This is an optimization exercise on Yosys and OpenROAD, whose aim is small area, a short achievable clock period and few clock cycles, not a production implementation.
The RTL was checked by simulation tests, not by an equivalence proof against the original design.
Power figures rest on the tool's default switching activity, not on a simulated workload.

===== flow/flow/run.sh =====
#!/bin/bash
# The standard layout (the standard.sh: ORFS synthesis to final layout) with
# two changes: repair_timing aims for 6.2 ns of setup slack instead of 0, so the
# resizer keeps working on paths well below the 10 ns clock period; and it may
# resize cells to other drive strengths before global routing too
# (MATCH_CELL_FOOTPRINT=0; the platform's default allows only same-footprint
# swaps there).
# Should the incremental reroute after the post-global-route repair stop on an
# overflowing gcell, global routing is redone without that repair.
# make's full output goes to the flow_*.log files in this folder; ORFS keeps
# each tool's own log under orfs/logs/.
set -uo pipefail
M="SETUP_SLACK_MARGIN=6.2 MATCH_CELL_FOOTPRINT=0"
bash standard.sh $M cts > flow_cts.log 2>&1 || exit 1
if ! bash standard.sh $M grt > flow_grt.log 2>&1; then
    bash standard.sh $M SKIP_INCREMENTAL_REPAIR=1 grt > flow_grt2.log 2>&1 || exit 1
fi
bash standard.sh $M finish > flow_finish.log 2>&1 || exit 1

===== flow/standard.sh =====
#!/bin/bash
# synth_recipe.tcl (not shown) runs the flow's synth.tcl, then flattens the netlist and writes it again
# the make line also repeats each setting of config.mk as NAME=value (left out here)
make -C /OpenROAD-flow-scripts/flow DESIGN_CONFIG=/design/flow/config.mk WORK_HOME=/design/flow/orfs CLKGATE_MAP_FILE= SYNTH_SCRIPT=/design/flow/synth_recipe.tcl "${@:-finish}"

===== flow/config.mk =====
export PLATFORM = sky130hd
export DESIGN_NAME = control_top
export DESIGN_NICKNAME = control_top
export VERILOG_FILES = /design/flow/design.v
export SDC_FILE = /design/flow/constraint.sdc
export NUM_CORES = 8
export LEC_CHECK = 0
export CAP_MARGIN = 20
export CORE_MARGIN = 2
export CORE_UTILIZATION = 45
export PLACE_DENSITY = 0.65
export SLEW_MARGIN = 40
export SYNTH_HIERARCHICAL = 1

===== flow/constraint.sdc =====
create_clock -name core_clock -period 10.0 [get_ports {clk}]
set_input_delay 2.0000 -clock core_clock [delete_from_list [all_inputs] [get_ports {clk}]]
set_output_delay 2.0000 -clock core_clock [all_outputs]
set_load 0.01 [all_outputs]

===== flow/design.v =====
module alu (
    input  logic [63:0] a,
    input  logic [63:0] b,
    input  logic        sub,
    input  logic        selSum,
    input  logic        selAnd,
    input  logic        selSlt,
    input  logic        selSh,
    input  logic        selLink,
    input  logic        shLeft,
    input  logic        shArith,
    input  logic        shZero,
    input  logic [4:0]  shamt,
    input  logic [31:0] link,
    output logic [63:0] sum,
    output logic [63:0] res,
    output logic        eq,
    output logic        lt
);
logic [63:0] shOut;
add64 add (.a(a), .b(b), .ci(sub), .s(sum));
cmp64 cmp (.a(a), .bn(b), .eq(eq), .lt(lt));
logic [63:0] x1, x3, x5, xr;
logic        fill;
assign fill = shArith && !shLeft && a[63];
shfirst s0 (.a(a), .rev(shLeft), .sh(shamt[0]), .fill(fill), .y(x1));
sh4 #(.S(2)) s1 (.a(x1), .sel(shamt[2:1]), .fill(fill), .y(x3));
sh4 #(.S(8)) s2 (.a(x3), .sel(shamt[4:3]), .fill(fill), .y(x5));
shrev r1 (.a(x5), .sel(shLeft), .y(xr));
assign shOut = xr & {64{!shZero}};
assign res = ({64{selSum}}  & sum)
           | ({64{selAnd}}  & (a & b))
           | ({64{selSlt}}  & {63'b0, lt})
           | ({64{selSh}}   & shOut)
           | ({64{selLink}} & {32'b0, link});
endmodule
module cmp64 (
    input  logic [63:0] a,
    input  logic [63:0] bn,
    output logic        eq,
    output logic        lt
);
logic [63:0] x, y;
logic [63:0] gt0, eq0;
logic [31:0] gt1, eq1;
logic [15:0] gt2, eq2;
logic [7:0]  gt3, eq3;
logic [3:0]  gt4, eq4;
logic [1:0]  gt5, eq5;
always_comb begin
    x = {~a[63], a[62:0]};
    y = {bn[63], ~bn[62:0]};
    for (int i = 0; i < 64; i++) begin
        gt0[i] = x[i] & ~y[i];
        eq0[i] = ~(x[i] ^ y[i]);
    end
    for (int i = 0; i < 32; i++) begin
        gt1[i] = gt0[2*i+1] | (eq0[2*i+1] & gt0[2*i]);
        eq1[i] = eq0[2*i+1] & eq0[2*i];
    end
    for (int i = 0; i < 16; i++) begin
        gt2[i] = gt1[2*i+1] | (eq1[2*i+1] & gt1[2*i]);
        eq2[i] = eq1[2*i+1] & eq1[2*i];
    end
    for (int i = 0; i < 8; i++) begin
        gt3[i] = gt2[2*i+1] | (eq2[2*i+1] & gt2[2*i]);
        eq3[i] = eq2[2*i+1] & eq2[2*i];
    end
    for (int i = 0; i < 4; i++) begin
        gt4[i] = gt3[2*i+1] | (eq3[2*i+1] & gt3[2*i]);
        eq4[i] = eq3[2*i+1] & eq3[2*i];
    end
    for (int i = 0; i < 2; i++) begin
        gt5[i] = gt4[2*i+1] | (eq4[2*i+1] & gt4[2*i]);
        eq5[i] = eq4[2*i+1] & eq4[2*i];
    end
    eq = eq5[1] & eq5[0];
    lt = ~(gt5[1] | (eq5[1] & gt5[0])) & ~eq;
end
endmodule
module add64 (
    input  logic [63:0] a,
    input  logic [63:0] b,
    input  logic        ci,
    output logic [63:0] s
);
logic [63:0] p, g, g1, p1, g2, p2, g4, p4, g8, p8, g16, p16, g32, p32;
assign p = a ^ b;
assign g = (a & b) | {63'b0, p[0] & ci};
kslvl #(.L(1))  l1 (.gi(g),   .pi(p),   .go(g1),  .po(p1));
kslvl #(.L(2))  l2 (.gi(g1),  .pi(p1),  .go(g2),  .po(p2));
kslvl #(.L(4))  l3 (.gi(g2),  .pi(p2),  .go(g4),  .po(p4));
kslvl #(.L(8))  l4 (.gi(g4),  .pi(p4),  .go(g8),  .po(p8));
kslvl #(.L(16)) l5 (.gi(g8),  .pi(p8),  .go(g16), .po(p16));
kslvl #(.L(32)) l6 (.gi(g16), .pi(p16), .go(g32), .po(p32));
assign s = p ^ {g32[62:0], ci};
endmodule
module kslvl #(
    parameter L = 1
)(
    input  logic [63:0] gi,
    input  logic [63:0] pi,
    output logic [63:0] go,
    output logic [63:0] po
);
always_comb
    for (int j = 0; j < 64; j++)
        if (j >= L) begin
            go[j] = gi[j] | (pi[j] & gi[j-L]);
            po[j] = pi[j] & pi[j-L];
        end else begin
            go[j] = gi[j];
            po[j] = pi[j];
        end
endmodule
module shrev (
    input  logic [63:0] a,
    input  logic        sel,
    output logic [63:0] y
);
always_comb
    for (int i = 0; i < 64; i++)
        y[i] = sel ? a[63-i] : a[i];
endmodule
module shfirst (
    input  logic [63:0] a,
    input  logic        rev,
    input  logic        sh,
    input  logic        fill,
    output logic [63:0] y
);
logic [63:0] ar;
always_comb
    for (int i = 0; i < 64; i++)
        ar[i] = a[63-i];
always_comb
    case ({rev, sh})
        2'b00:   y = a;
        2'b01:   y = {fill, a[63:1]};
        2'b10:   y = ar;
        default: y = {fill, ar[63:1]};
    endcase
endmodule
module sh4 #(
    parameter S = 2
)(
    input  logic [63:0] a,
    input  logic [1:0]  sel,
    input  logic        fill,
    output logic [63:0] y
);
always_comb
    case (sel)
        2'd0:    y = a;
        2'd1:    y = {{S{fill}}, a[63:S]};
        2'd2:    y = {{2*S{fill}}, a[63:2*S]};
        default: y = {{3*S{fill}}, a[63:3*S]};
    endcase
endmodule
module wbsel (
    input  logic [63:0] mem,
    input  logic [63:0] res,
    input  logic        ld,
    input  logic [2:0]  f3,
    output logic [63:0] q
);
logic [63:0] ldata;
always_comb begin
    case (f3)
        3'b010:  ldata = {31'b0, mem[63], mem[31:0]};
        3'b001:  ldata = {47'b0, mem[63], mem[15:0]};
        3'b100:  ldata = {56'b0, mem[7:0]};
        default: ldata = mem;
    endcase
end
assign q = ld ? ldata : res;
endmodule
module ks16 (
    input  logic [15:0] a,
    input  logic [15:0] b,
    input  logic        ci,
    output logic [15:0] s,
    output logic        co
);
logic [15:0] p, g, pp, gg;
always_comb begin
    p = a ^ b;
    g = a & b;
    g[0] = g[0] | (p[0] & ci);
    pp = p;
    gg = g;
    for (int l = 1; l < 16; l = l * 2)
        for (int j = 15; j >= l; j--) begin
            gg[j] = gg[j] | (pp[j] & gg[j-l]);
            pp[j] = pp[j] & pp[j-l];
        end
end
assign s  = p ^ {gg[14:0], ci};
assign co = gg[15];
endmodule
module incdec16 (
    input  logic [15:0] a,
    output logic [15:0] inc,
    output logic [15:0] dec
);
assign inc = a + 16'd1;
assign dec = a - 16'd1;
endmodule
module inc4_32 (
    input  logic [31:0] a,
    output logic [31:0] s
);
assign s = a + 32'd4;
endmodule
module redir (
    input  logic eq,
    input  logic lt,
    input  logic mEq,
    input  logic mLt,
    input  logic x,
    input  logic early,
    output logic redirE
);
assign redirE = early || (mEq && (eq != x)) || (mLt && (lt != x));
endmodule
module pcsel (
    input  logic        redirE,
    input  logic        predE,
    input  logic        jalrE,
    input  logic        excE,
    input  logic [31:0] jalrTgt,
    input  logic [31:0] tgtE,
    input  logic [31:0] pcp4E,
    input  logic [31:0] pcRest,
    output logic [31:0] pcNext
);
logic [31:0] tgt;
assign tgt    = jalrE ? jalrTgt : excE ? 32'd254 : predE ? pcp4E : tgtE;
assign pcNext = redirE ? tgt : pcRest;
endmodule
module regread (
    input  logic [31:1]       oh,
    input  logic [31:1]       valid,
    input  logic [64*31-1:0]  data,
    output logic [63:0]       qn        
);
logic [31:1] s;
always_comb
    for (int i = 1; i < 32; i++)
        s[i] = oh[i] && valid[i];
logic [63:0] t [0:10];
genvar k;
generate
    for (k = 0; k < 9; k++) begin : g3
        aoi222_64 g (
            .d0(data[64*(3*k)   +: 64]), .s0(s[3*k+1]),
            .d1(data[64*(3*k+1) +: 64]), .s1(s[3*k+2]),
            .d2(data[64*(3*k+2) +: 64]), .s2(s[3*k+3]),
            .y(t[k])
        );
    end
    for (k = 0; k < 2; k++) begin : g2
        aoi22_64 g (
            .d0(data[64*(27+2*k) +: 64]), .s0(s[28+2*k]),
            .d1(data[64*(28+2*k) +: 64]), .s1(s[29+2*k]),
            .y(t[9+k])
        );
    end
endgenerate
assign qn = ~(~(t[0] & t[1] & t[2] & t[3]) | ~(t[4] & t[5] & t[6] & t[7]) | ~(t[8] & t[9] & t[10]));
endmodule
module aoi222_64 (
    input  logic [63:0] d0, d1, d2,
    input  logic        s0, s1, s2,
    output logic [63:0] y
);
assign y = ~(({64{s0}} & d0) | ({64{s1}} & d1) | ({64{s2}} & d2));
endmodule
module aoi22_64 (
    input  logic [63:0] d0, d1,
    input  logic        s0, s1,
    output logic [63:0] y
);
assign y = ~(({64{s0}} & d0) | ({64{s1}} & d1));
endmodule
module tgtadd (
    input  logic [31:0] a,
    input  logic [19:0] off,
    output logic [31:0] s
);
logic [31:0] b, p, g, pp, gg;
always_comb begin
    b = {{12{off[19]}}, off};
    p = a ^ b;
    g = a & b;
    pp = p;
    gg = g;
    for (int l = 1; l < 32; l = l * 2)
        for (int j = 31; j >= l; j--) begin
            gg[j] = gg[j] | (pp[j] & gg[j-l]);
            pp[j] = pp[j] & pp[j-l];
        end
end
assign s = p ^ {gg[30:0], 1'b0};
endmodule
module opselA (
    input  logic [63:0] d0, d1, d2, d3n,
    input  logic        s0, s1, s2, s3,
    output logic [63:0] q
);
assign q = ({64{s0}} & d0) | ({64{s1}} & d1) | ({64{s2}} & d2) | ({64{s3}} & ~d3n);
endmodule
module opselB (
    input  logic [63:0] d0, d1, d2, d3n, d4,
    input  logic        s0, s1, s2, s3, s4,
    input  logic        inv,
    output logic [63:0] q
);
assign q = (({64{s0}} & d0) | ({64{s1}} & d1) | ({64{s2}} & d2) | ({64{s3}} & ~d3n) |
            ({64{s4}} & d4)) ^ {64{inv}};
endmodule
module control_top(
    output logic [15:0] imem_addr,
    input  logic [31:0] imem_rdata,
    output logic [15:0] dmem_addr,
    output logic [63:0] dmem_wdata,
    output logic dmem_we,
    input  logic [63:0] dmem_rdata,
    output logic halted,
    input logic clk,
    input logic reset
);
logic [31:0] pcF;
logic        vecF;           
logic [31:0] pcI;
logic        vI, vecI, btbI;
logic [31:0] IR, pcD, pcp4D;    
logic [31:1] oh1D, oh2D;     
logic        vD, btbD;
logic [63:0] opA, opB;       
logic [15:0] immE;           
logic [31:0] pcp4E;          
logic [19:0] offE;           
logic        allocE;         
logic        vE;             
logic [4:0]  rdE;            
logic        ldE, stE, jalrE, excE, brkE, predE;
logic [4:0]  rdEr;
logic        ldEr, stEr, allocEr, jalrEr, excEr, brkEr;
logic        mEqEr, mLtEr, earlyEr, xE;    
assign rdE    = vE ? rdEr : 5'd0;
assign ldE    = vE && ldEr;
assign stE    = vE && stEr;
assign allocE = vE && allocEr;
assign jalrE  = vE && jalrEr;
assign excE   = vE && excEr;
assign brkE   = brkEr;
logic [2:0]  f3E;
logic        subE, selSumE, selAndE, selSltE, selShE, selLinkE;
logic        shLeftE, shArithE, shZeroE;
logic [4:0]  shamtE;
logic [63:0] resM;
logic [15:0] addrM;
logic [4:0]  rdM;
logic        ldM, stM;
logic [2:0]  f3M;
logic [63:0] resW;
logic [4:0]  rdW;
logic [31:1] weW;            
logic        ldW;
logic [2:0]  f3W;
logic [63:0] rf [1:31];
logic [31:1] rfv;            
logic        haltR;
logic [63:0] finalW;
wbsel wbsel (.mem(dmem_rdata), .res(resW), .ld(ldW), .f3(f3W), .q(finalW));
always_comb
    for (int i = 1; i < 32; i++)
        weW[i] = rdW == 5'(i);
always_ff @(posedge clk or posedge reset) begin
    if (reset)
        rfv <= '0;
    else
        rfv <= rfv | weW;
end
always_ff @(posedge clk) begin
    for (int i = 1; i < 32; i++)
        if (weW[i])
            rf[i] <= finalW;
end
logic [63:0] sum, resE;
logic        eqE, ltE, redirE, excRedir;
alu alu (
    .a(opA), .b(opB), .sub(subE),
    .selSum(selSumE), .selAnd(selAndE), .selSlt(selSltE), .selSh(selShE), .selLink(selLinkE),
    .shLeft(shLeftE), .shArith(shArithE), .shZero(shZeroE), .shamt(shamtE),
    .link(pcp4E),
    .sum(sum), .res(resE), .eq(eqE), .lt(ltE)
);
assign excRedir = excE;
tgtadd tgtadd (.a(pcp4E), .off(offE), .s(tgtE));
logic brkNow, killAll;
assign brkNow  = vE && brkE;
assign killAll = brkNow || haltR;
logic [6:0] opc;
logic [2:0] f3;
logic [4:0] rs1, rs2, rdD;
assign opc = IR[6:0];
assign f3  = IR[14:12];
assign rs1 = IR[19:15];
assign rs2 = IR[24:20];
assign rdD = IR[11:7];
logic isR, isI, isU, isL, isS, isBop, isJRop, isJ, isSys;
assign isR    = opc == 7'b0110011;
assign isI    = opc == 7'b0010011;
assign isU    = opc == 7'b0110111;
assign isL    = opc == 7'b0000011;
assign isS    = opc == 7'b0100011;
assign isBop  = opc == 7'b1100011;
assign isJRop = opc == 7'b1100111;
assign isJ    = opc == 7'b1101111;
assign isSys  = opc == 7'b1110011;
logic isJalr, bf3, isBr, isExc, isBrk, writes, useRs1, useRs2;
assign isJalr = isJRop && f3 == 3'b000;
assign bf3    = (f3 == 3'b001) || (f3 == 3'b100) || (f3 == 3'b101);
assign isBr   = (isBop && (f3 == 3'b000 || bf3)) || (isJRop && bf3);
assign isExc  = !(isR || isI || isU || isL || isS || isBop || isJRop || isJ || isSys);
assign isBrk  = IR == 32'h00100073;
assign writes = isR || isI || isU || isL || isJ || isJalr;
assign useRs1 = isR || isI || isL || isS || isBr || isJalr;
assign useRs2 = isR || isS || isBr;
logic [31:0] offB;
logic        brZero, jZero, predD;
assign offB = (f3 == 3'b000) ? {{20{IR[31]}}, IR[31:20]}
                             : {{20{IR[30]}}, IR[30:25], IR[11:8], 2'b00};
assign brZero = (f3 == 3'b000) ? (IR[31:20] == 12'd0) : ({IR[30:25], IR[11:8]} == 10'd0);
assign jZero  = ({IR[19:12], IR[20], IR[30:21]} == 19'd0);
logic brD, jD;   
assign brD   = isBr && !brZero;
assign jD    = isJ && !jZero;
assign predD = (brD && offB[31]) || jD;
logic subD;
assign subD = isBr || ((isR || isI) && f3 == 3'b010) || (isR && f3 == 3'b000 && IR[31:29] != 3'b000);
logic [63:0] immD;
always_comb begin
    if (isU)
        immD = {{32{IR[31]}}, IR[31:12], 12'b0};
    else if (isS)
        immD = {{52{IR[31]}}, IR[31:25], IR[11:7]};
    else if (isL && f3 == 3'b100)
        immD = {52'b0, IR[31:20]};
    else
        immD = {{52{IR[31]}}, IR[31:20]};
end
logic [63:0] rf1n, rf2n;      
logic [64*31-1:0] rfflat;
always_comb
    for (int i = 1; i < 32; i++)
        rfflat[64*(i-1) +: 64] = rf[i];
regread rd1 (.oh(oh1D), .valid(rfv), .data(rfflat), .qn(rf1n));
regread rd2 (.oh(oh2D), .valid(rfv), .data(rfflat), .qn(rf2n));
logic h1E, h1M, h1W, h2E, h2M, h2W;
assign h1E = rdE != 5'd0 && rs1 == rdE;
assign h1M = rdM != 5'd0 && rs1 == rdM;
assign h1W = rdW != 5'd0 && rs1 == rdW;
assign h2E = rdE != 5'd0 && rs2 == rdE;
assign h2M = rdM != 5'd0 && rs2 == rdM;
assign h2W = rdW != 5'd0 && rs2 == rdW;
logic [63:0] opAn, opBn;
logic        a0, a1, a2, a3, b0, b1, b2, b3, b4, useImm;
assign useImm = !(isR || isBr || isS);
assign a0 = !isU && h1E;
assign a1 = !isU && !h1E && h1M;
assign a2 = !isU && !h1E && !h1M && h1W;
assign a3 = !isU && !h1E && !h1M && !h1W;
assign b0 = !useImm && h2E;
assign b1 = !useImm && !h2E && h2M;
assign b2 = !useImm && !h2E && !h2M && h2W;
assign b3 = !useImm && !h2E && !h2M && !h2W;
assign b4 = useImm;
opselA osA (.d0(resE), .d1(resM), .d2(finalW), .d3n(rf1n), .s0(a0), .s1(a1), .s2(a2), .s3(a3),
            .q(opAn));
opselB osB (.d0(resE), .d1(resM), .d2(finalW), .d3n(rf2n), .d4(immD),
            .s0(b0), .s1(b1), .s2(b2), .s3(b3), .s4(b4), .inv(subD), .q(opBn));
logic stallD;
assign stallD = vD && ((useRs1 && ((h1E && ldE) || (h1M && ldM))) ||
                       (useRs2 && ((h2E && ldE) || (h2M && ldM))));
logic refetch, vecRedir;
assign refetch  = stallD;             
assign vecRedir = vI && vecI;
logic [31:0] btbTag, btbTgt, pcF4, tgtE;
logic        btbV, btbHit;
inc4_32 incF (.a(pcF), .s(pcF4));
assign btbHit = btbV && pcF == btbTag;
logic [31:0] pcRest, pcF_next;
always_comb begin
    if (vecRedir)      pcRest = imem_rdata;
    else if (refetch)  pcRest = pcD;
    else if (btbHit)   pcRest = btbTgt;
    else               pcRest = pcF4;
end
redir redir (.eq(eqE), .lt(ltE), .mEq(vE && mEqEr), .mLt(vE && mLtEr), .x(xE),
             .early(vE && earlyEr), .redirE(redirE));
pcsel pcsel (
    .redirE(redirE), .predE(predE), .jalrE(jalrE), .excE(excE),
    .jalrTgt(sum[31:0]), .tgtE(tgtE), .pcp4E(pcp4E), .pcRest(pcRest),
    .pcNext(pcF_next)
);
assign imem_addr = pcF[15:0];
always_ff @(posedge clk or posedge reset) begin
    if (reset) begin
        pcF  <= '0;
        vecF <= 1'b0;
        vI   <= 1'b0;
        vecI <= 1'b0;
        btbI <= 1'b0;
        vD   <= 1'b0;
        btbD <= 1'b0;
        btbV <= 1'b0;
        vE   <= 1'b0;
        haltR <= 1'b0;
    end else begin
        pcF  <= pcF_next;
        vecF <= excRedir;
        vI   <= !(redirE || refetch || vecRedir || killAll);
        vecI <= vecF;
        btbI <= btbHit;
        vD   <= vI && !vecI && !redirE && !refetch && !killAll;
        btbD <= btbI;
        if (allocE)
            btbV <= 1'b1;
        vE   <= vD && !stallD && !redirE && !killAll;
        if (brkNow)
            haltR <= 1'b1;
    end
end
always_ff @(posedge clk) begin
    if (allocE) begin
        btbTag <= pcp4E - 32'd4;
        btbTgt <= tgtE;
    end
    pcI   <= pcF;
    begin
        IR    <= imem_rdata;
        for (int i = 1; i < 32; i++) begin
            oh1D[i] <= imem_rdata[19:15] == 5'(i);
            oh2D[i] <= imem_rdata[24:20] == 5'(i);
        end
        pcD   <= pcI;
    end
end
logic goE;
assign goE = vD && !stallD;
always_ff @(posedge clk or posedge reset) begin
    if (reset) begin
        rdEr   <= '0;
        ldEr   <= 1'b0;
        stEr   <= 1'b0;
        allocEr <= 1'b0;
        jalrEr <= 1'b0;
        excEr  <= 1'b0;
        brkEr  <= 1'b0;
        mEqEr  <= 1'b0;
        mLtEr  <= 1'b0;
        earlyEr <= 1'b0;
    end else begin
        rdEr   <= (goE && writes) ? rdD : 5'd0;
        ldEr   <= goE && isL;
        stEr   <= goE && isS;
        allocEr <= goE && predD && !btbD;
        jalrEr <= goE && isJalr;
        excEr  <= goE && isExc;
        brkEr  <= goE && isBrk;
        mEqEr  <= goE && brD && !f3[2];
        mLtEr  <= goE && brD && f3[2];
        earlyEr <= goE && ((jD && !btbD) || isJalr || isExc);
    end
end
always_ff @(posedge clk) begin
    opA  <= opAn;
    opB  <= opBn;
    immE <= immD[15:0];
    pcp4E <= pcp4D;
end
inc4_32 incD (.a(pcD), .s(pcp4D));
always_ff @(posedge clk) begin
    offE <= isJ ? {IR[19:12], IR[20], IR[30:21], 1'b0} : {{8{offB[11]}}, offB[11:0]};
    predE <= btbD;
    xE    <= btbD ^ f3[0];
    f3E  <= f3;
    subE <= subD;
    selLinkE <= isJ || isJalr;
    selSltE  <= (isR || isI) && f3 == 3'b010;
    selAndE  <= isR && f3 == 3'b111;
    selShE   <= isI && (f3 == 3'b001 || f3 == 3'b101);
    selSumE  <= !(isJ || isJalr || ((isR || isI) && f3 == 3'b010) || (isR && f3 == 3'b111) ||
                  (isI && (f3 == 3'b001 || f3 == 3'b101)));
    shLeftE  <= f3 == 3'b001;
    shArithE <= IR[29:24] == 6'b010000;
    shZeroE  <= IR[25];
    shamtE   <= IR[24:20];
end
logic [63:0] stData;
always_comb begin
    case (f3E)
        3'b010:  stData = {32'b0, opB[31:0]};
        3'b001:  stData = {48'b0, opB[15:0]};
        3'b000:  stData = {56'b0, opB[7:0]};
        default: stData = opB;
    endcase
end
always_ff @(posedge clk or posedge reset) begin
    if (reset) begin
        rdM <= '0;
        ldM <= 1'b0;
        stM <= 1'b0;
        rdW <= '0;
        ldW <= 1'b0;
    end else begin
        rdM <= rdE;
        ldM <= ldE;
        stM <= stE;
        rdW <= rdM;
        ldW <= ldM;
    end
end
always_ff @(posedge clk) begin
    resM  <= stE ? stData : resE;
    addrM <= opA[15:0] + immE;
    f3M   <= f3E;
    resW  <= resM;
    f3W   <= f3M;
end
assign dmem_addr  = addrM;
assign dmem_wdata = resM;
assign dmem_we    = stM;
assign halted     = haltR;
endmodule

==> notes.md, run 1 <==
* R2R Path End: opB[58]
* Cts bufs inserted at roughly 290
* Post-detail-place hpwl at roughly 360000 um
* Share of layout cells above drive strength 1 at 21.0%
* Power, Total at between 0.02 and 0.03 W
* Final period utilization at 41.3%
* Gr usage total at between 30 and 40%
* Max clock buf depth at 4
* Synth warn at 23
* Post-placement cell count at between 10000 and 15000
* DRT antenna net count at 0
* Initial core utilization at between 40% and 50%
* NumNets Final at between 9000 and 10000
* Finished Cell Area at ~140000 sq um
* CP Cell Sequence: buf_12, buf_4, buf_12, mux4_2, mux4_2, mux4_2, mux2_4, a221o_2, a22oi_2, o211ai_2, xor2_2
* Setup violations, final at 0
* Global-route wire length before repair at around 780000 um
* Synth Net Count at 8972
* Pin count of the biggest net entering global routing at 67
* Register area at 74700 sq um
* Worst clock skew at between 0.06 and 0.07 ns
* FF-to-FF setup slack at just under 6 ns
* Crit path largest cell delay at ~0.60 ns
* Final WL at 583000 um
* Fin crit period at approximately 4.1 ns
* Max H-tree Level at 5
* Fin Setup TNS at 0 ns
* CP Launch Type: register
* Final slew viol count at 0
* Synthesized area at 126000 sq um
* HP Class: register to register
* Root buffer selected by CTS: clkbuf_16
* Placed inst area at between 100000 and 150000 sq um
* Die width at approximately 530 um
* Initial DRT Pass Iterations at 15
* Slew headroom at between 30 and 40%
* CP Class: register to register
* Row cnt at between 150 and 200
* CP Max Fanout at 6
* Required time worst endpoint at 10.74 ns
* Routed length per placed instance at about 46 um
* Via/cell ratio at roughly 8
* DR iter-0 viols at 26478
* Die Area at 285000 sq um
* Syn-to-layout area delta at 12.3%
* TritonCTS clock tree: done
* Status: complete, no violations
* PortBufs at 195
* Worst setup path end: opB[58]
* Critical-path top delay cell: mux4_2
* Buffers plus inverters on the worst setup path at 3
* Worst-Margin Slew at ~1.0 ns
* Post-route insts no fill at 12806
* Grt ovf at 0
* Critical Path End Type: register
* CTS sink cnt at about 2700
* Number of global-route vias before repair at between 90000 and 100k
* Max cap viols at 0
* Multi-input gate area at 46400 sq um
* Power Dens Cells at between 150 and 200 nW/um^2
* Syn Area/Cell at 14.5 sq um
* Chip height at 534 um
* R2r startpoint: shLeftE
* CTS clk-pin slew, worst paths at ~0.060 ns
* Top delay family on crit path: multiplexers
* WP depth at 11
* RSZ-0062 raised after global routing: true
* Routability cong. at 1.10
* CP most frequent cell: mux4_2
* Via count at 99830
* Initial antenna violation count at 46
* # fillers at approximately 23000
* Placeable Area at 279000 sq um
* CP startpoint: shLeftE
* I/O pin count at 196
* Worst EP arrival at between 4 and 5 ns
* Worst vdd rail ir drop at 179 uV
* Final hold vios at 0
* P_leak at approximately 52 nW
* FF-to-FF path depth at 11
* FMAX at between 200 and 250 MHz
* Hold_buf cts at 0
* Post-Syn Instances at just under 9000
* DRC at 0
* Worst-skew pair later-pin latency at around 0.96 ns
## through the flow
stage / worst slack [ns] / utilization, % / hold WS, ns
after global placement: 4.78 / 46.1 / 0.310
final: 5.87 / 50.7 / 0.316
after CTS: 6.00 / 50.5 / 0.320
after floorplan: 5.72 / - / 0.310
after detailed placement: 4.80 / 46.3 / 0.312
after global routing: 5.85 / 50.7 / 0.326
## area by class of cell
type	count	area share, %
Sequential cell	2670	52.7
Multi-Input combinational cell	5185	32.8
Inverter	76	0.206
Tap cell	3724	3.29
Clock buffer	381	5.67
Timing Repair Buffer	602	4.37
Clock inverter	149	1.00
Antenna cell	19	0.0335
## metal layers
metal	vias up	global-route usage, %	wire length, um
met5	-	1.53	713
met4	28	26.0	50000
met3	2656	17.4	101000
met2	10605	56.4	240000
met1	49340	47.7	191000
li1	37201	-	-
## sequential cells by signal, summed over array words and instances (netlist names), 64 cells and up
register and flops:
resW 64, resM 64, opB 64, rf 1984
opA 64
## power breakdown
part	internal, W	switching (W)	total [W]
Combinational	0.00122	0.00187	0.00309
Sequential	0.0125	0.000600	0.0131
Clock	0.00618	0.00471	0.0109
## worst min path at each step
stage | cells after the start | from | to | slack [ns]
CTS | 0 | pcI[10] | pcD[10] | 0.32
global route | 0 | pcI[10] | pcD[10] | 0.33
global placement | 0 | pcI[13] | pcD[13] | 0.31
finish | 0 | pcI[10] | pcD[10] | 0.32
detailed placement | 0 | pcI[12] | pcD[12] | 0.31
floorplan | 0 | f3M[0] | f3W[0] | 0.31
## cells in the final DEF, fill, tap and decap left out, types with 253 or more instances in the layout
cell / n
a22oi_1: 290
a21o_1: 352
a222oi_1: 1153
nand3_1: 253
buf_4: 273
and2_1: 275
nand4_1: 298
edfxtp_1: 2048
clkbuf_16: 315
dfxtp_1: 438
## worst reg2reg max path: cells and delay by family, from the launching register on
kind                      cells  cell delay, ns
AOI/OAI and AO/OA             3            0.83
xor gates and xnor gates      1            0.21
buffers and inverters         3            0.42
DFF                           1            0.41
muxes                         4            2.09
## what timing repair did
action | 4_1_cts | 5_1_grt
buffers inserted | 81 | 24
pin swaps | 115 | 92
setup endpoints to repair | 316 | 146
resized for setup | 366 | 58
gates cloned | 17 | 1
Testbench counts, summed over its fixed seeds: cycles 36,338.
==> run 2, diff against run 1 <==
--- a/flow/design.v
+++ b/flow/design.v
@@ -375,7 +375,4 @@
 logic [63:0] finalW;
 wbsel wbsel (.mem(dmem_rdata), .res(resW), .ld(ldW), .f3(f3W), .q(finalW));
-always_comb
-    for (int i = 1; i < 32; i++)
-        weW[i] = rdW == 5'(i);
 always_ff @(posedge clk or posedge reset) begin
     if (reset)
@@ -616,4 +613,5 @@
         stM <= 1'b0;
         rdW <= '0;
+        weW <= '0;
         ldW <= 1'b0;
     end else begin
@@ -622,4 +620,6 @@
         stM <= stE;
         rdW <= rdM;
+        for (int i = 1; i < 32; i++)
+            weW[i] <= rdM == 5'(i);
         ldW <= ldM;
     end
--- a/flow/flow/run.sh
+++ b/flow/flow/run.sh
@@ -1,5 +1,5 @@
 #!/bin/bash
 # The standard layout (the standard.sh: ORFS synthesis to final layout) with
-# two changes: repair_timing aims for 6.2 ns of setup slack instead of 0, so the
+# two changes: repair_timing aims for 6.0 ns of setup slack instead of 0, so the
 # resizer keeps working on paths well below the 10 ns clock period; and it may
 # resize cells to other drive strengths before global routing too
@@ -11,5 +11,5 @@
 # each tool's own log under orfs/logs/.
 set -uo pipefail
-M="SETUP_SLACK_MARGIN=6.2 MATCH_CELL_FOOTPRINT=0"
+M="SETUP_SLACK_MARGIN=6.0 MATCH_CELL_FOOTPRINT=0"
 bash standard.sh $M cts > flow_cts.log 2>&1 || exit 1
 if ! bash standard.sh $M grt > flow_grt.log 2>&1; then
--- a/flow/config.mk
+++ b/flow/config.mk
@@ -8,6 +8,6 @@
 export CAP_MARGIN = 20
 export CORE_MARGIN = 2
-export CORE_UTILIZATION = 45
-export PLACE_DENSITY = 0.65
+export CORE_UTILIZATION = 30
+export PLACE_DENSITY = 0.5
 export SLEW_MARGIN = 40
 export SYNTH_HIERARCHICAL = 1
==> notes.md, run 2 <==
* Buffers plus inverters on the worst setup path at 0
* Root buffer selected by CTS: clkbuf_16
* Cts bufs inserted at about 300
* Critical-path top delay cell: dfxtp_2
* Row cnt at between 200 and 250
* Worst-skew pair later-pin latency at just under 1 ns
* Top reg by flops: rf
* Die Area at 428000 sq um
* Slew headroom at about a third
* # fillers at just over 40000
* Top delay family on crit path: compound AO/OA/AOI/OAI gates
* CP Cell Sequence: ha_1, a21o_1, a21o_1, a21o_1, a21o_1, a21o_1, a21o_1, xor2_1, a221o_1, a22oi_2, o211ai_2, xor2_1
* Max clock buf depth at 4
* HP Class: register to register
* Critical Path End Type: register
* Worst hold path depth at 0
* FMAX at 249 MHz
* Die width at roughly 650 um
* CTS sink cnt at around 2700
* Final Core Density at roughly a third
* Most common cell after layout, fill and taps aside: edfxtp_1
* Placeable Area at 421000 sq um
* Synthesized area at roughly 130000 sq um
* NumNets Final at 9044
* Grt ovf at 0
* Pin count of the biggest net entering global routing at 68
* Post-Syn Instances at 8712
* Global-route wire length before repair at around 800000 um
* P_leak at a little over 50 nW
* Crit path largest cell delay at a little over 0.6 ns
* CTS clk-pin slew, worst paths at 0.06 ns
* Commonest cells after routing, fill and taps aside: edfxtp_1 (2048), a222oi_1 (1153), dfxtp_1 (431)
* Max reg flops at around 2000
* CP Launch Type: register
* Register area at roughly 76000 sq um
* Worst-Margin Slew at slightly below 1 ns
* Via/cell ratio at roughly 6.6
* Post-placement cell count at ~14000
* DRC at 0
* Worst vdd rail ir drop at 170 uV
* Post-detail-place hpwl at around 390000 um
* FF-to-FF path depth at 12
* Initial core utilization at between 30% and 40%
* Power, Total at 0.0272 W
* Syn Area/Cell at around 15 sq um
* Max cap viols at 0
* Multi-input gate area at around 45000 sq um
* Hold_buf cts at 0
* Post-route insts no fill at between 10000 and 15000
* Power Dens Cells at 190 nW/um^2
* CP Max Fanout at 8
* Initial antenna violation count at 57
* Number of global-route vias before repair at 93001
* WP depth at 12
* Via count at between 90000 and 100k
* PortBufs at slightly below 200
* Synth warn at 23
* Routability cong. at between 0.9 and 1
* Fin crit period at between 4 and 5 ns
* Gr usage total at a little over a quarter
* Synth Net Count at about 9000
* Share of layout cells above drive strength 1 at 19.2%
* I/O pin count at ~200
* Required time worst endpoint at between 10 and 15 ns
* Final period utilization at roughly two fifths
* CP most frequent cell: a21o_1
* Fin Setup TNS at 0 ns
* CP Class: register to register
* Status: complete, no violations
* Max H-tree Level at 5
* Worst EP arrival at between 4 and 5 ns
* TritonCTS clock tree: done
* RSZ-0062 raised after global routing: true
* Routed length per placed instance at just over 40 um
* Initial DRT Pass Iterations at 14
* Final hold vios at 0
* DRT antenna net count at 0
* Chip height at between 600 and 700 um
* FF-to-FF setup slack at approximately 6 ns
* Final WL at 603000 um
* Setup violations, final at 0
* DR iter-0 viols at between 20000 and 25000
* Worst clock skew at between 0.06 and 0.07 ns
* Syn-to-layout area delta at 12.8%
* Final slew viol count at 0
==> run 2: cell type report <==
cell class / instances / share of cell area [%]
clock inverters: 157 / 1.09
well taps: 5640 / 4.93
clock buffers: 384 / 5.67
inverters: 72 / 0.194
flip-flops and latches: 2701 / 52.8
repair buffers: 524 / 3.60
multi-input cells: 5170 / 31.7
diodes: 26 / 0.0454
==> run 2: repair_timing <==
| action | 4_1_cts | 5_1_grt |
|---|---|---|
| pin swaps | 4 | 3 |
| setup buffers | 27 | 2 |
| gates resized for setup | 192 | 18 |
| endpoints found under the setup margin | 307 | 81 |
| hold endpoints to repair | 0 | 0 |
| gates cloned | 3 | 1 |
==> run 2: per-stage QoR <==
stage | setup WS, ns | hold slack, ns | area, sq um
5_1_grt | 6.00 | 0.316 | 143000
3_3_place_gp | 4.98 | 0.310 | 132000
2_1_floorplan | 6.09 | 0.310 | 127000
4_1_cts | 6.00 | 0.295 | 143000
6_report | 5.98 | 0.311 | 143000
3_5_place_dp | 5.17 | 0.312 | 132000
==> run 2: worst register-to-register path: cells and delay by family (launching register included) <==
| family | cells | cell delay [ns] |
|---|---|---|
| compound gates | 9 | 2.55 |
| flops | 1 | 0.61 |
| fa+ha+maj | 1 | 0.37 |
| xor+xnor | 2 | 0.37 |
==> run 2: metal layers <==
metal / GRT usage (%) / wire length, um / up-vias
met5: 0.328 / 360 / -
met4: 16.5 / 42600 / 26
met3: 7.65 / 75900 / 1642
met2: 41.9 / 268000 / 7931
met1: 33.1 / 216000 / 49465
li1: - / - / 37076
==> run 2: final timing paths <==
path                            to  startpoint
setup / recovery           opB[60]      opA[5]
max in group asynchronous  pcF[15]       reset
hold reg to reg            pcD[13]     pcI[13]
min in group asynchronous      stM       reset
setup reg to reg           opB[60]      opA[5]
hold / removal             pcD[13]     pcI[13]
==> run 2: report_power, final <==
part	total, W	internal (W)	switching (W)
sequential	0.0132	0.0126	0.000614
combinational	0.00286	0.00112	0.00174
clock	0.0112	0.00631	0.00486
total	0.0272	0.0200	0.00721
Testbench counts of run 2, summed over its fixed seeds: cycles 36,338.
==> run 3, diff against run 2 <==
--- a/flow/design.v
+++ b/flow/design.v
@@ -8,8 +8,9 @@
     input  logic        selSh,
     input  logic        selLink,
-    input  logic        shLeft,
-    input  logic        shArith,
-    input  logic        shZero,
-    input  logic [4:0]  shamt,
+    input  logic [3:0]  shA,         
+    input  logic [3:0]  shB,         
+    input  logic [3:0]  shC,         
+    input  logic [1:0]  shR,         
+    input  logic        fillEn,      
     input  logic [31:0] link,
     output logic [63:0] sum,
@@ -21,12 +22,11 @@
 add64 add (.a(a), .b(b), .ci(sub), .s(sum));
 cmp64 cmp (.a(a), .bn(b), .eq(eq), .lt(lt));
-logic [63:0] x1, x3, x5, xr;
+logic [63:0] x1, x3, x5;
 logic        fill;
-assign fill = shArith && !shLeft && a[63];
-shfirst s0 (.a(a), .rev(shLeft), .sh(shamt[0]), .fill(fill), .y(x1));
-sh4 #(.S(2)) s1 (.a(x1), .sel(shamt[2:1]), .fill(fill), .y(x3));
-sh4 #(.S(8)) s2 (.a(x3), .sel(shamt[4:3]), .fill(fill), .y(x5));
-shrev r1 (.a(x5), .sel(shLeft), .y(xr));
-assign shOut = xr & {64{!shZero}};
+assign fill = fillEn && a[63];
+shfirst s0 (.a(a),  .s(shA), .fill(fill), .y(x1));
+sh4 #(.S(2)) s1 (.a(x1), .s(shB), .fill(fill), .y(x3));
+sh4 #(.S(8)) s2 (.a(x3), .s(shC), .fill(fill), .y(x5));
+shlast s3 (.a(x5), .s(shR), .y(shOut));
 assign res = ({64{selSum}}  & sum)
            | ({64{selAnd}}  & (a & b))
@@ -114,17 +114,16 @@
         end
 endmodule
-module shrev (
+module shlast (
     input  logic [63:0] a,
-    input  logic        sel,
+    input  logic [1:0]  s,
     output logic [63:0] y
 );
 always_comb
     for (int i = 0; i < 64; i++)
-        y[i] = sel ? a[63-i] : a[i];
+        y[i] = (s[0] && a[i]) || (s[1] && a[63-i]);
 endmodule
 module shfirst (
     input  logic [63:0] a,
-    input  logic        rev,
-    input  logic        sh,
+    input  logic [3:0]  s,
     input  logic        fill,
     output logic [63:0] y
@@ -134,11 +133,6 @@
     for (int i = 0; i < 64; i++)
         ar[i] = a[63-i];
-always_comb
-    case ({rev, sh})
-        2'b00:   y = a;
-        2'b01:   y = {fill, a[63:1]};
-        2'b10:   y = ar;
-        default: y = {fill, ar[63:1]};
-    endcase
+assign y = ({64{s[0]}} & a) | ({64{s[1]}} & {fill, a[63:1]}) |
+           ({64{s[2]}} & ar) | ({64{s[3]}} & {fill, ar[63:1]});
 endmodule
 module sh4 #(
@@ -146,15 +140,12 @@
 )(
     input  logic [63:0] a,
-    input  logic [1:0]  sel,
+    input  logic [3:0]  s,
     input  logic        fill,
     output logic [63:0] y
 );
-always_comb
-    case (sel)
-        2'd0:    y = a;
-        2'd1:    y = {{S{fill}}, a[63:S]};
-        2'd2:    y = {{2*S{fill}}, a[63:2*S]};
-        default: y = {{3*S{fill}}, a[63:3*S]};
-    endcase
+assign y = ({64{s[0]}} & a) |
+           ({64{s[1]}} & {{S{fill}}, a[63:S]}) |
+           ({64{s[2]}} & {{2*S{fill}}, a[63:2*S]}) |
+           ({64{s[3]}} & {{3*S{fill}}, a[63:3*S]});
 endmodule
 module wbsel (
@@ -358,6 +349,7 @@
 logic [2:0]  f3E;
 logic        subE, selSumE, selAndE, selSltE, selShE, selLinkE;
-logic        shLeftE, shArithE, shZeroE;
-logic [4:0]  shamtE;
+logic [3:0]  shAE, shBE, shCE;
+logic [1:0]  shRE;
+logic        fillEnE;
 logic [63:0] resM;
 logic [15:0] addrM;
@@ -375,4 +367,7 @@
 logic [63:0] finalW;
 wbsel wbsel (.mem(dmem_rdata), .res(resW), .ld(ldW), .f3(f3W), .q(finalW));
+always_comb
+    for (int i = 1; i < 32; i++)
+        weW[i] = rdW == 5'(i);
 always_ff @(posedge clk or posedge reset) begin
     if (reset)
@@ -391,5 +386,5 @@
     .a(opA), .b(opB), .sub(subE),
     .selSum(selSumE), .selAnd(selAndE), .selSlt(selSltE), .selSh(selShE), .selLink(selLinkE),
-    .shLeft(shLeftE), .shArith(shArithE), .shZero(shZeroE), .shamt(shamtE),
+    .shA(shAE), .shB(shBE), .shC(shCE), .shR(shRE), .fillEn(fillEnE),
     .link(pcp4E),
     .sum(sum), .res(resE), .eq(eqE), .lt(ltE)
@@ -593,8 +588,11 @@
     selSumE  <= !(isJ || isJalr || ((isR || isI) && f3 == 3'b010) || (isR && f3 == 3'b111) ||
                   (isI && (f3 == 3'b001 || f3 == 3'b101)));
-    shLeftE  <= f3 == 3'b001;
-    shArithE <= IR[29:24] == 6'b010000;
-    shZeroE  <= IR[25];
-    shamtE   <= IR[24:20];
+    for (int k = 0; k < 4; k++) begin
+        shAE[k] <= {f3 == 3'b001, IR[20]} == 2'(k);
+        shBE[k] <= IR[22:21] == 2'(k);
+        shCE[k] <= IR[24:23] == 2'(k);
+    end
+    shRE     <= {f3 == 3'b001 && !IR[25], f3 != 3'b001 && !IR[25]};
+    fillEnE  <= f3 != 3'b001 && IR[29:24] == 6'b010000;
 end
 logic [63:0] stData;
@@ -613,5 +611,4 @@
         stM <= 1'b0;
         rdW <= '0;
-        weW <= '0;
         ldW <= 1'b0;
     end else begin
@@ -620,6 +617,4 @@
         stM <= stE;
         rdW <= rdM;
-        for (int i = 1; i < 32; i++)
-            weW[i] <= rdM == 5'(i);
         ldW <= ldM;
     end
--- a/flow/flow/run.sh
+++ b/flow/flow/run.sh
@@ -1,5 +1,5 @@
 #!/bin/bash
 # The standard layout (the standard.sh: ORFS synthesis to final layout) with
-# two changes: repair_timing aims for 6.0 ns of setup slack instead of 0, so the
+# two changes: repair_timing aims for 6.2 ns of setup slack instead of 0, so the
 # resizer keeps working on paths well below the 10 ns clock period; and it may
 # resize cells to other drive strengths before global routing too
@@ -11,5 +11,5 @@
 # each tool's own log under orfs/logs/.
 set -uo pipefail
-M="SETUP_SLACK_MARGIN=6.0 MATCH_CELL_FOOTPRINT=0"
+M="SETUP_SLACK_MARGIN=6.2 MATCH_CELL_FOOTPRINT=0"
 bash standard.sh $M cts > flow_cts.log 2>&1 || exit 1
 if ! bash standard.sh $M grt > flow_grt.log 2>&1; then
--- a/flow/config.mk
+++ b/flow/config.mk
@@ -9,5 +9,5 @@
 export CORE_MARGIN = 2
 export CORE_UTILIZATION = 30
-export PLACE_DENSITY = 0.5
+export PLACE_DENSITY = 0.65
 export SLEW_MARGIN = 40
 export SYNTH_HIERARCHICAL = 1
==> notes.md, run 3 <==
* Status: complete, no violations
* # fillers at a little over 40000
* Worst vdd rail ir drop at 178 uV
* Final hold vios at 0
* Pin count of the biggest net entering global routing at 66
* Slew headroom at between 20% and 30%
* Fin crit period at 4.07 ns
* CTS sink cnt at 2677
* CP Max Fanout at 4
* I/O pin count at approximately 200
* Post-Place Worst Slack at between 5 and 6 ns
* Row cnt at 237
* Number of global-route vias before repair at between 90000 and 100k
* Setup violations, final at 0
* Max reg flops at between 1500 and 2000
* Final Core Density at 34.3%
* Finished Cell Area at about 140000 sq um
* CP most frequent cell: a21o_1
* Hold_buf cts at 0
* Post-Syn Instances at between 9000 and 10000
* Initial antenna violation count at 47
* Root buffer selected by CTS: clkbuf_16
* Worst-Margin Slew at 1.06 ns
* RSZ-0062 raised after global routing: true
* Initial core utilization at 30.1%
* Chip height at 651 um
* Post-route insts no fill at between 15000 and 20000
* Commonest cells after routing, fill and taps aside: edfxtp_1 (2048), a222oi_1 (1183), a22oi_1 (573)
* TritonCTS clock tree: done
* FF-to-FF setup slack at around 6 ns
* CP Class: register to register
* CP Cell Sequence: ha_2, a21o_4, a21o_1, a21o_1, a21o_1, a21o_2, xor2_1, a222oi_1, nand2_1, a22oi_2, o211ai_2, xor2_1
* Synth Net Count at between 9000 and 10000
* Power Dens Cells at approximately 190 nW/um^2
* Via count at between 100k and 150k
* Worst clock skew at roughly 0.097 ns
* Routability cong. at around 1.0
* Max clock buf depth at 4
* Required time worst endpoint at 10.71 ns
* CTS clk-pin slew, worst paths at 0.06 ns
* Critical Path End Type: register
* DR iter-0 viols at around 26000
* Post-detail-place hpwl at 357000 um
* Most common cell after layout, fill and taps aside: edfxtp_1
* Setup WS post-layout at 5.93 ns
* Max cap viols at 0
* PortBufs at approximately 200
* CP Launch Type: register
* Worst EP arrival at 4.79 ns
* Fin Setup TNS at 0 ns
* Worst-skew pair later-pin latency at around 0.90 ns
* Post-placement cell count at approximately 14000
* Final slew viol count at 0
* NumNets Final at about 9500
* DRC at 0
* Placed inst area at ~130000 sq um
* Critical-path top delay cell: a222oi_1
* Initial DRT Pass Iterations at 14
* Synth warn at 21
* Cts bufs inserted at roughly 280
* Die width at 651 um
* Routed length per placed instance at between 30 and 40 um
* P_leak at between 50 and 60 nW
* Via/cell ratio at 6.70
* Die Area at ~420000 sq um
* Gr usage total at 25.6%
* HP Class: register to register
* Synthesized area at between 100000 and 150000 sq um
* Crit path largest cell delay at between 0.9 and 1 ns
* FMAX at around 250 MHz
* Global-route wire length before repair at 770000 um
* Syn Area/Cell at 13.7 sq um
* Placeable Area at 417000 sq um
* Multi-input gate area at between 40000 and 50000 sq um
* Top reg by flops: rf
* Final period utilization at approximately 41%
* Max H-tree Level at 5
* Syn-to-layout area delta at 13.9%
* Share of layout cells above drive strength 1 at 19.4%
* Grt ovf at 0
* DRT antenna net count at 0
* Register area at approximately 75000 sq um
* Final WL at between 500000 and 600000 um
run 3: area by class of cell:
cell class	count	area share (%)
clock inverters	147	1.11
clock buffers	353	5.34
repair buffers	631	4.25
well taps	5497	4.81
inverters	62	0.168
flip-flops and latches	2677	52.4
diodes	18	0.0315
multi-input cells	5618	31.9
run 3: final timing paths:
| check | cells after the start | to | start |
|---|---|---|---|
| min in group asynchronous | 3 | pcF[10] | reset |
| max in group asynchronous | 4 | rfv[16] | reset |
| min reg2reg | 0 | pcD[10] | pcI[10] |
| max reg2reg | 12 | opB[21] | opB[16] |
| max | 12 | opB[21] | opB[16] |
| min | 0 | pcD[10] | pcI[10] |
run 3: routing by layer:
metal / share of wire (%) / track usage, % / wire [um]
met5: 0.059 / 0.158 / 340
met4: 9.5 / 19.7 / 54900
met3: 15 / 9.36 / 89100
met2: 42 / 37.7 / 240000
met1: 33 / 30.4 / 192000
run 3: repair_timing:
item,CTS,global route
resized for setup,455,168
setup endpoints to repair,278,132
buffers inserted,58,64
hold endpoints to repair,0,0
gates cloned,5,7
pin swaps,82,131
run 3: critical path: cells and delay by family, from the launching register on:
family                   cells  cell delay [ns]
AND/OR/NAND/NOR              1             0.25
XOR/XNOR                     2             0.36
flip-flops                   1             0.41
adder cells (fa/ha/maj)      1             0.37
AO/OA/AOI/OAI                8             2.52
run 3: per-stage QoR:
step                      power, W  hold WS (ns)
after CTS                   0.0268         0.277
after global placement      0.0162         0.310
after floorplan             0.0150         0.310
after global routing        0.0276         0.299
after detailed placement    0.0162         0.313
final                       0.0270         0.300
run 3: report_power, final:
part | internal [W] | switching, W
logic | 0.00115 | 0.00194
clock network | 0.00617 | 0.00461
registers | 0.0125 | 0.000641
total | 0.0198 | 0.00719
Testbench counts of run 3, summed over its fixed seeds: cycles 36,338.
==> run 4, diff against run 3 <==
==> flow/flow/run.sh (replaced) <==
#!/bin/bash
# The standard layout (the standard.sh: ORFS synthesis to final layout) with
# these changes:
#  - repair_timing aims for 6.4 ns of setup slack instead of 0, so the resizer
#    keeps working on paths well below the 10 ns clock period;
#  - it may resize cells to other drive strengths before global routing too
#    (MATCH_CELL_FOOTPRINT=0; the platform's default allows only same-footprint
#    swaps there);
#  - the buffer that every input and output port gets is a buf_4 rather than
#    the delay cell buffer_ports picks by itself.
# Should the incremental reroute after the post-global-route repair stop on an
# overflowing gcell, global routing is redone without that repair.
# make's full output goes to the flow_*.log files in this folder; ORFS keeps
# each tool's own log under orfs/logs/.
set -uo pipefail
M=(SETUP_SLACK_MARGIN=6.4 MATCH_CELL_FOOTPRINT=0 "BUFFER_PORTS_ARGS=-buffer_cell sky130_fd_sc_hd__buf_4")
bash standard.sh "${M[@]}" cts > flow_cts.log 2>&1 || exit 1
if ! bash standard.sh "${M[@]}" grt > flow_grt.log 2>&1; then
    bash standard.sh "${M[@]}" SKIP_INCREMENTAL_REPAIR=1 grt > flow_grt2.log 2>&1 || exit 1
fi
bash standard.sh "${M[@]}" finish > flow_finish.log 2>&1 || exit 1
==> notes.md, run 4 <==
* Status: complete, no violations
* Final hold vios at 0
* Required time worst endpoint at about 11 ns
* Fin crit period at between 3 and 4 ns
* Crit path largest cell delay at just over 0.7 ns
* Worst EP arrival at approximately 4.7 ns
* Gr usage total at between 20% and 30%
* Final period utilization at between 30 and 40%
* Chip height at between 600 and 700 um
* Post-placement cell count at about 14000
* HP Class: register to register
* Critical Path End Type: register
* I/O pin count at 196
* Final slew viol count at 0
* FF-to-FF setup slack at a little over 6 ns
* Power Dens Cells at ~190 nW/um^2
* Initial core utilization at between 30% and 40%
* CP Launch Type: register
* Number of global-route vias before repair at approximately 95000
* Die width at roughly 650 um
* Placed inst area at about 130000 sq um
* Top reg by flops: rf
* FMAX at around 250 MHz
* Slew headroom at a little under a third
* Post-detail-place hpwl at 362000 um
* Grt ovf at 0
* DR iter-0 viols at 25124
* Max reg flops at 1984
* Max clock buf depth at 4
* Register area at approximately 75000 sq um
* Via count at ~100k
* Syn-to-layout area delta at 14.1%
* Routed length per placed instance at approximately 38 um
* Commonest cells after routing, fill and taps aside: edfxtp_1 (2048), a222oi_1 (1183), buf_4 (545)
* Worst-Margin Slew at 1.03 ns
* CP Cell Sequence: buf_16, a22oi_2, nand2_2, a221o_1, a221o_1, a22o_1, a222oi_1, nand2_1, buf_6, a22oi_2, o211ai_2, xor2_1
* P_leak at 50.4 nW
* Worst clock skew at 0.0862 ns
* Max cap viols at 0
* Pin count of the biggest net entering global routing at 66
* Max H-tree Level at 5
* Multi-input gate area at ~47000 sq um
* CP Max Fanout at 6
* Critical-path top delay cell: a222oi_1
* Placeable Area at around 420000 sq um
* Share of layout cells above drive strength 1 at 23.4%
* Power, Total at about 0.027 W
* Worst vdd rail ir drop at 161 uV
* TritonCTS clock tree: done
* DRC at 0
* Final WL at roughly 570000 um
* # fillers at just over 40000
* Root buffer selected by CTS: clkbuf_16
* PortBufs at around 200
* Synth warn at 21
* Cts bufs inserted at 280
* Most common cell after layout, fill and taps aside: edfxtp_1
* Routability cong. at ~1.0
* Syn Area/Cell at between 10 and 15 sq um
* Row cnt at 237
* Via/cell ratio at 6.73
* Final Core Density at about 34%
* Post-Syn Instances at slightly above 9000
* Initial antenna violation count at 37
* Fin Setup TNS at 0 ns
* CTS sink cnt at around 2700
* Global-route wire length before repair at a little under 800000 um
* Initial DRT Pass Iterations at 15
* Worst-skew pair later-pin latency at 0.92 ns
* CTS clk-pin slew, worst paths at 0.06 ns
* RSZ-0062 raised after global routing: true
* CP Class: register to register
* Synthesized area at 126000 sq um
* Synth Net Count at ~9500
* DRT antenna net count at 0
* NumNets Final at between 9000 and 10000
* Finished Cell Area at ~140000 sq um
* Setup violations, final at 0
* Die Area at 424000 sq um
* Post-route insts no fill at 15000
[run 4: path summary, 6_finish.rpt]
kind | end | cells past startpoint | from
min in group asynchronous | pcF[9] | 3 | reset
max | opB[10] | 12 | shAE[0]
max in group asynchronous | rdW[4] | 4 | reset
min | pcD[11] | 0 | pcI[11]
min reg2reg | pcD[11] | 0 | pcI[11]
max reg2reg | opB[10] | 12 | shAE[0]
[run 4: report_power, final]
part / switching [W] / internal, W / leakage [nW] / total, W
Sequential: 0.000703 / 0.0125 / 24.2 / 0.0132
Clock: 0.00456 / 0.00588 / 4.34 / 0.0104
Combinational: 0.00196 / 0.00118 / 21.9 / 0.00315
[run 4: final cells by class]
cell class / count / share of cell area (%)
antenna: 19 / 0.0332
clock buffer: 344 / 5.25
clock inverter: 146 / 0.938
inverter: 62 / 0.170
multi-input combinational: 5618 / 32.5
sequential: 2677 / 52.4
tap: 5497 / 4.80
timing repair buffer: 637 / 3.88
[run 4: timing repair]
action	in CTS	in global routing
endpoints found under the setup margin	408	163
setup buffers	87	44
pin swaps	190	124
hold buffers	0	0
resized for setup	569	182
cloned	16	3
[run 4: through the flow]
step                      setup slack (ns)  hold slack (ns)
after global routing                  6.15            0.319
after global placement                5.00            0.310
after floorplan                       5.71            0.310
after detailed placement              5.09            0.312
after CTS                             6.31            0.313
final                                 6.06            0.320
[run 4: routing by layer]
| layer | global-route usage [%] | wire (um) | vias to the layer above |
|---|---|---|---|
| met1 | 30.1 | 190000 | 49696 |
| met4 | 19.6 | 54100 | 32 |
| met2 | 38.3 | 244000 | 9869 |
| met5 | 0.249 | 344 | - |
| li1 | - | - | 38819 |
| met3 | 8.91 | 86800 | 2547 |
[run 4: worst max-delay path, delay by kind of cell, from the launching register on]
kind            cells  cell delay (ns)
flops               1             0.42
buf+inv             2             0.35
xor+xnor            1             0.16
compound gates      7             2.54
simple gates        2             0.34
==> run 5, diff against run 4 <==
--- a/flow/design.v
+++ b/flow/design.v
@@ -29,9 +29,10 @@
 sh4 #(.S(8)) s2 (.a(x3), .s(shC), .fill(fill), .y(x5));
 shlast s3 (.a(x5), .s(shR), .y(shOut));
-assign res = ({64{selSum}}  & sum)
-           | ({64{selAnd}}  & (a & b))
-           | ({64{selSlt}}  & {63'b0, lt})
-           | ({64{selSh}}   & shOut)
-           | ({64{selLink}} & {32'b0, link});
+logic [63:0] misc, other;
+assign misc = ({64{selAnd}}  & (a & b))
+            | ({64{selSlt}}  & {63'b0, lt})
+            | ({64{selLink}} & {32'b0, link});
+sel64 mo (.s(selSh),  .d1(shOut), .d0(misc),  .y(other));
+sel64 mr (.s(selSum), .d1(sum),   .d0(other), .y(res));
 endmodule
 module cmp64 (
@@ -149,4 +150,12 @@
            ({64{s[3]}} & {{3*S{fill}}, a[63:3*S]});
 endmodule
+module sel64 (
+    input  logic        s,
+    input  logic [63:0] d1,
+    input  logic [63:0] d0,
+    output logic [63:0] y
+);
+assign y = s ? d1 : d0;
+endmodule
 module wbsel (
     input  logic [63:0] mem,
==> notes.md, run 5 <==
* Synthesized area at 127000 sq um
* Row cnt at ~240
* Final WL at roughly 600000 um
* Psw at about 0.0074 W
* CTS clk-pin slew, worst paths at 0.06 ns
* Top reg by flops: rf
* Final period utilization at 38.3%
* HP Class: register to register
* Fin crit period at 3.83 ns
* Required time worst endpoint at 10.78 ns
* FMAX at about 260 MHz
* NumNets Final at between 9000 and 10000
* Syn-to-layout area delta at 13.9%
* Worst vdd rail ir drop at ~210 uV
* DRT antenna net count at 0
* Setup violations, final at 0
* Grt ovf at 0
* Placeable Area at ~420000 sq um
* Routability cong. at 1.00
* Status: complete, no violations
* Power Dens Cells at approximately 190 nW/um^2
* Fin Setup TNS at 0 ns
* Synth warn at 21
* # fillers at 40544
* Commonest cells after routing, fill and taps aside: edfxtp_1 (2048), a222oi_1 (1152), buf_4 (495)
* Global-route wire length before repair at 778000 um
* RSZ-0062 raised after global routing: true
* Worst hold path startpoint: pcI[7]
* Die Area at 428000 sq um
* Routed length per placed instance at around 40 um
* Post-Syn Instances at around 9000
* M1 WL at 194000 um
* Chip height at around 650 um
* Initial DRT Pass Iterations at 15
* Worst clock skew at 0.132 ns
* Post-detail-place hpwl at approximately 360000 um
* Switching part of the total power at between 20% and 30%
* Final hold vios at 0
* R2r startpoint: opA[49]
* Final Core Density at between 30% and 40%
* Share of layout cells above drive strength 1 at 24.7%
* Post-placement cell count at approximately 14000
* P_leak at 51.4 nW
* Initial antenna violation count at 39
* Slew headroom at 31.3%
* Cts bufs inserted at ~280
* Syn Area/Cell at approximately 14 sq um
* Max Used Layer: met5
* CP startpoint: opA[49]
* Worst EP arrival at ~4.6 ns
* Initial core utilization at between 30% and 40%
* DR iter-0 viols at between 20000 and 25000
* Pin count of the biggest net entering global routing at 66
* CP Launch Type: register
* Metal2 WL at 249000 um
* Internal at a little under 0.02 W
* TritonCTS clock tree: done
* Worst-Margin Slew at between 1 and 1.5 ns
* DRC at 0
* Synth Net Count at roughly 9500
* Number of global-route vias before repair at between 90000 and 100k
* Root buffer selected by CTS: clkbuf_16
* Clock share of power at about two fifths
* Flop pwr share at a little under 50%
* CP Class: register to register
* Post-route insts no fill at approximately 15000
* Wire length on met3 at approximately 85000 um
* Die width at roughly 650 um
* PortBufs at around 200
* Max clock buf depth at 4
* Gr usage total at about a quarter
* Most common cell after layout, fill and taps aside: edfxtp_1
* CTS sink cnt at about 2700
* I/O pin count at around 200
* Final slew viol count at 0
* Worst-skew pair later-pin latency at approximately 0.94 ns
* Max reg flops at between 1500 and 2000
* Via/cell ratio at between 6 and 7
* Comb pwr share at 11.8%
* Max cap viols at 0
* Via count at 100063
* CP Max Fanout at 8
* Critical Path End Type: register
* Max H-tree Level at 5
## run 5: layout make-up
class | instances | area (sq um) | area share (%)
clock buffer | 354 | 7610 | 5.26
multi-input combinational | 5619 | 48000 | 33.2
inverter | 62 | 243 | 0.168
antenna | 16 | 40.0 | 0.0277
tap | 5640 | 7060 | 4.88
timing repair buffer | 586 | 5140 | 3.55
clock inverter | 146 | 1600 | 1.11
sequential | 2677 | 74900 | 51.8
## run 5: layer usage
metal  up-vias  GRT usage (%)
li1      38677              -
met2      9305           38.9
met5         -          0.215
met4        30           20.5
met1     49559           30.2
met3      2492           8.94
## run 5: final timing paths
kind / to / slack, ns / depth (start not counted)
max: pcF[5] / 6.17 / 16
min: pcD[7] / 0.32 / 0
max reg2reg: pcF[5] / 6.17 / 16
min reg2reg: pcD[7] / 0.32 / 0
max in group asynchronous: rfv[3] / 7.59 / 4
min in group asynchronous: pcF[5] / 1.33 / 3
## run 5: worst max-delay path, stage by stage, from the launching register on
cell	delay (ns)
dfxtp_4	0.35
ha_4	0.27
nand4_1	0.22
nor4b_4	0.30
buf_4	0.18
nand4_1	0.10
buf_6	0.16
a21oi_4	0.24
nor4_4	0.06
buf_6	0.15
buf_6	0.11
or2b_1	0.24
a32oi_4	0.25
buf_12	0.15
or3b_4	0.47
clkbuf_16	0.22
o221a_1	0.21
## run 5: what timing repair did
item / in CTS / in global routing
hold buffers: 0 / 0
cloned: 6 / 5
pin swaps: 92 / 177
gates resized for setup: 412 / 325
endpoints found under the setup margin: 357 / 184
buffers inserted: 46 / 55
## run 5: per-stage QoR
step	hold slack [ns]	instance area, sq um	setup WS [ns]	power, W
final	0.324	145000	6.17	0.0272
after global routing	0.331	145000	6.18	0.0278
after CTS	0.317	142000	6.22	0.0269
after detailed placement	0.312	131000	4.85	0.0162
after global placement	0.310	131000	4.73	0.0162
after floorplan	0.310	127000	5.71	0.0150
## run 5: power groups by stage
stage / combinational [W] / sequential (W) / clock (W)
after global placement: 0.00279 / 0.0134 / 0
after global routing: 0.00338 / 0.0133 / 0.0112
after detailed placement: 0.00279 / 0.0135 / 0
after CTS: 0.00301 / 0.0132 / 0.0107
after floorplan: 0.00188 / 0.0131 / 0
final: 0.00320 / 0.0133 / 0.0107
Testbench counts of run 5, summed over its fixed seeds: cycles 36,338.
==> run 6, diff against run 5 <==
--- a/flow/config.mk
+++ b/flow/config.mk
@@ -9,5 +9,5 @@
 export CORE_MARGIN = 2
 export CORE_UTILIZATION = 30
-export PLACE_DENSITY = 0.65
+export PLACE_DENSITY = 0.55
 export SLEW_MARGIN = 40
 export SYNTH_HIERARCHICAL = 1
==> notes.md, run 6 <==
* Row cnt at around 240
* Synth Net Count at 9460
* Critical-path top delay cell: or3b_4
* RSZ-0062 raised after global routing: true
* Post-Syn Instances at between 9000 and 10000
* Worst clock skew at about 0.094 ns
* Initial antenna violation count at between 40 and 50
* PortBufs at 195
* Slew headroom at 35.7%
* Worst-Margin Slew at about 0.96 ns
* Routability cong. at 0.996
* Post-Place Worst Slack at around 5.1 ns
* Top reg by flops: rf
* Initial core utilization at 30.2%
* Post-detail-place hpwl at between 300000 and 400000 um
* Status: complete, no violations
* FF-to-FF path depth at 14
* Final period utilization at a little under two fifths
* Via count at approximately 100000
* Placed inst area at about 130000 sq um
* Gr usage total at approximately 27%
* Synth warn at 21
* Routed length per placed instance at ~40 um
* Required time worst endpoint at approximately 11 ns
* FMAX at 263 MHz
* CP Cell Sequence: ha_4, nand4_1, nor4b_4, buf_4, nand2_4, buf_6, o22ai_4, nor4_4, or2b_1, a32oi_4, buf_12, or3b_4, buf_12, o221a_1
* Max clock buf depth at 4
* I/O pin count at ~200
* CP most frequent cell: buf_12
* Finished Cell Area at 145000 sq um
* CP Launch Type: register
* Die width at between 600 and 700 um
* Setup violations, final at 0
* CTS clk-pin slew, worst paths at ~0.060 ns
* Syn Area/Cell at 13.8 sq um
* HP Class: register to register
* Fin Setup TNS at 0 ns
* DRC at 0
* Share of layout cells above drive strength 1 at 24.6%
* P_leak at between 50 and 60 nW
* Commonest cells after routing, fill and taps aside: edfxtp_1 (2048), a222oi_1 (1152), buf_4 (519)
* Hold_buf cts at 0
* Synthesized area at around 130000 sq um
* Root buffer selected by CTS: clkbuf_16
* Most common cell after layout, fill and taps aside: edfxtp_1
* DR iter-0 viols at between 20000 and 25000
* Die Area at around 430000 sq um
* Chip height at approximately 650 um
* CP Class: register to register
* Cts bufs inserted at 283
* Worst vdd rail ir drop at about 160 uV
* Crit path largest cell delay at roughly 0.47 ns
* Fin crit period at around 3.8 ns
* Power Dens Cells at 189 nW/um^2
* Final slew viol count at 0
* Max H-tree Level at 5
* Max cap viols at 0
* Final WL at 612000 um
* Max reg flops at 1984
* Worst-skew pair later-pin latency at about 0.97 ns
* DRT antenna net count at 0
* Placeable Area at ~420000 sq um
* Final hold vios at 0
* Via/cell ratio at roughly 6.6
* TritonCTS clock tree: done
* Critical Path End Type: register
* Worst hold path depth at 0
* Global-route wire length before repair at slightly above 800000 um
* Number of global-route vias before repair at between 90000 and 100k
* Grt ovf at 0
* Pin count of the biggest net entering global routing at 66
* Setup WS post-layout at 6.20 ns
* CTS sink cnt at ~2700
* CP Max Fanout at 8
* Final hold slack at around 0.33 ns
* NumNets Final at 9520
* Worst EP arrival at between 4 and 5 ns
* Syn-to-layout area delta at 14.0%
* Initial DRT Pass Iterations at 21
run 6: area by class of cell:
class / count / area (sq um)
fill: 40755 / 276000
sequential: 2677 / 75100
multi-input combinational: 5619 / 47900
clock buffer: 367 / 7740
tap: 5640 / 7060
timing repair buffer: 600 / 5200
clock inverter: 144 / 1540
inverter: 62 / 240
antenna: 17 / 42.5
run 6: routing by layer:
metal  vias up  global-route usage [%]  wire [um]
li1      38730                       -          -
met1     50271                    32.1     210000
met2      8473                    42.9     274000
met3      2148                    7.11      73500
met4        20                    20.2      54300
met5         -                       0        185
run 6: worst paths after layout:
kind,from,to,slack (ns)
max,opA[59],pcF[5],6.20
min,pcI[7],pcD[7],0.33
max reg2reg,opA[59],pcF[5],6.20
min reg2reg,pcI[7],pcD[7],0.33
max in group asynchronous,reset,rfv[9],7.54
min in group asynchronous,reset,stEr,1.32
run 6: power breakdown:
group          internal, W  total (W)  switching (W)
logic              0.00119    0.00329        0.00210
registers           0.0125     0.0133       0.000759
clock network      0.00608     0.0108        0.00467
total               0.0198     0.0273        0.00753
run 6: what timing repair did:
item,in CTS,in global routing
hold endpoints to repair,0,0
setup endpoints to repair,328,161
setup buffers,75,24
resized for setup,527,223
pin swaps,83,135
cloned,5,3
run 6: per-stage QoR:
step                power, W  util (%)  cells
floorplan             0.0150         -   9183
global placement      0.0163      31.2  14475
detailed placement    0.0164      31.3  14486
CTS                   0.0271      34.1  15077
global route          0.0280      34.4  15111
finish                0.0273      34.4  15126
run 6: worst max-delay path, delay by kind of cell, from the launching register on:
family                     cells  cell delay [ns]
buffers and inverters          4             0.65
DFF                            1             0.36
and+or+nand+nor                6             1.41
adders and majority gates      1             0.28
AOI/OAI and AO/OA              3             0.90

==> what the ideal ports hide <==
No port has a modelled driver above. Below, the same layouts with a new extraction and two added sets of constraints.
Step 1, drivers: a clkbuf_16 drives clk and a buf_2 each remaining input, both assumed.
Step 2 times the ports against the registers' clock, not the clock port: input delays grow and output delays shrink by t, the midpoint of the rising clock arrivals with the driver on.
Three values: ideal ports, drivers, drivers and shift; two values: the first two.
run	shift t [ns]	setup slack, ns
run 1	1.024	5.871 / 5.871 / 5.765
run 2	1.051	5.982 / 5.917 / 5.534
run 3	0.981	5.927 / 5.927 / 5.619
run 4	0.995	6.058 / 6.058 / 6.058
run 5	0.991	6.171 / 6.171 / 6.171
run 6	1.047	6.203 / 6.203 / 6.203
After both steps every run listed still meets setup and hold.
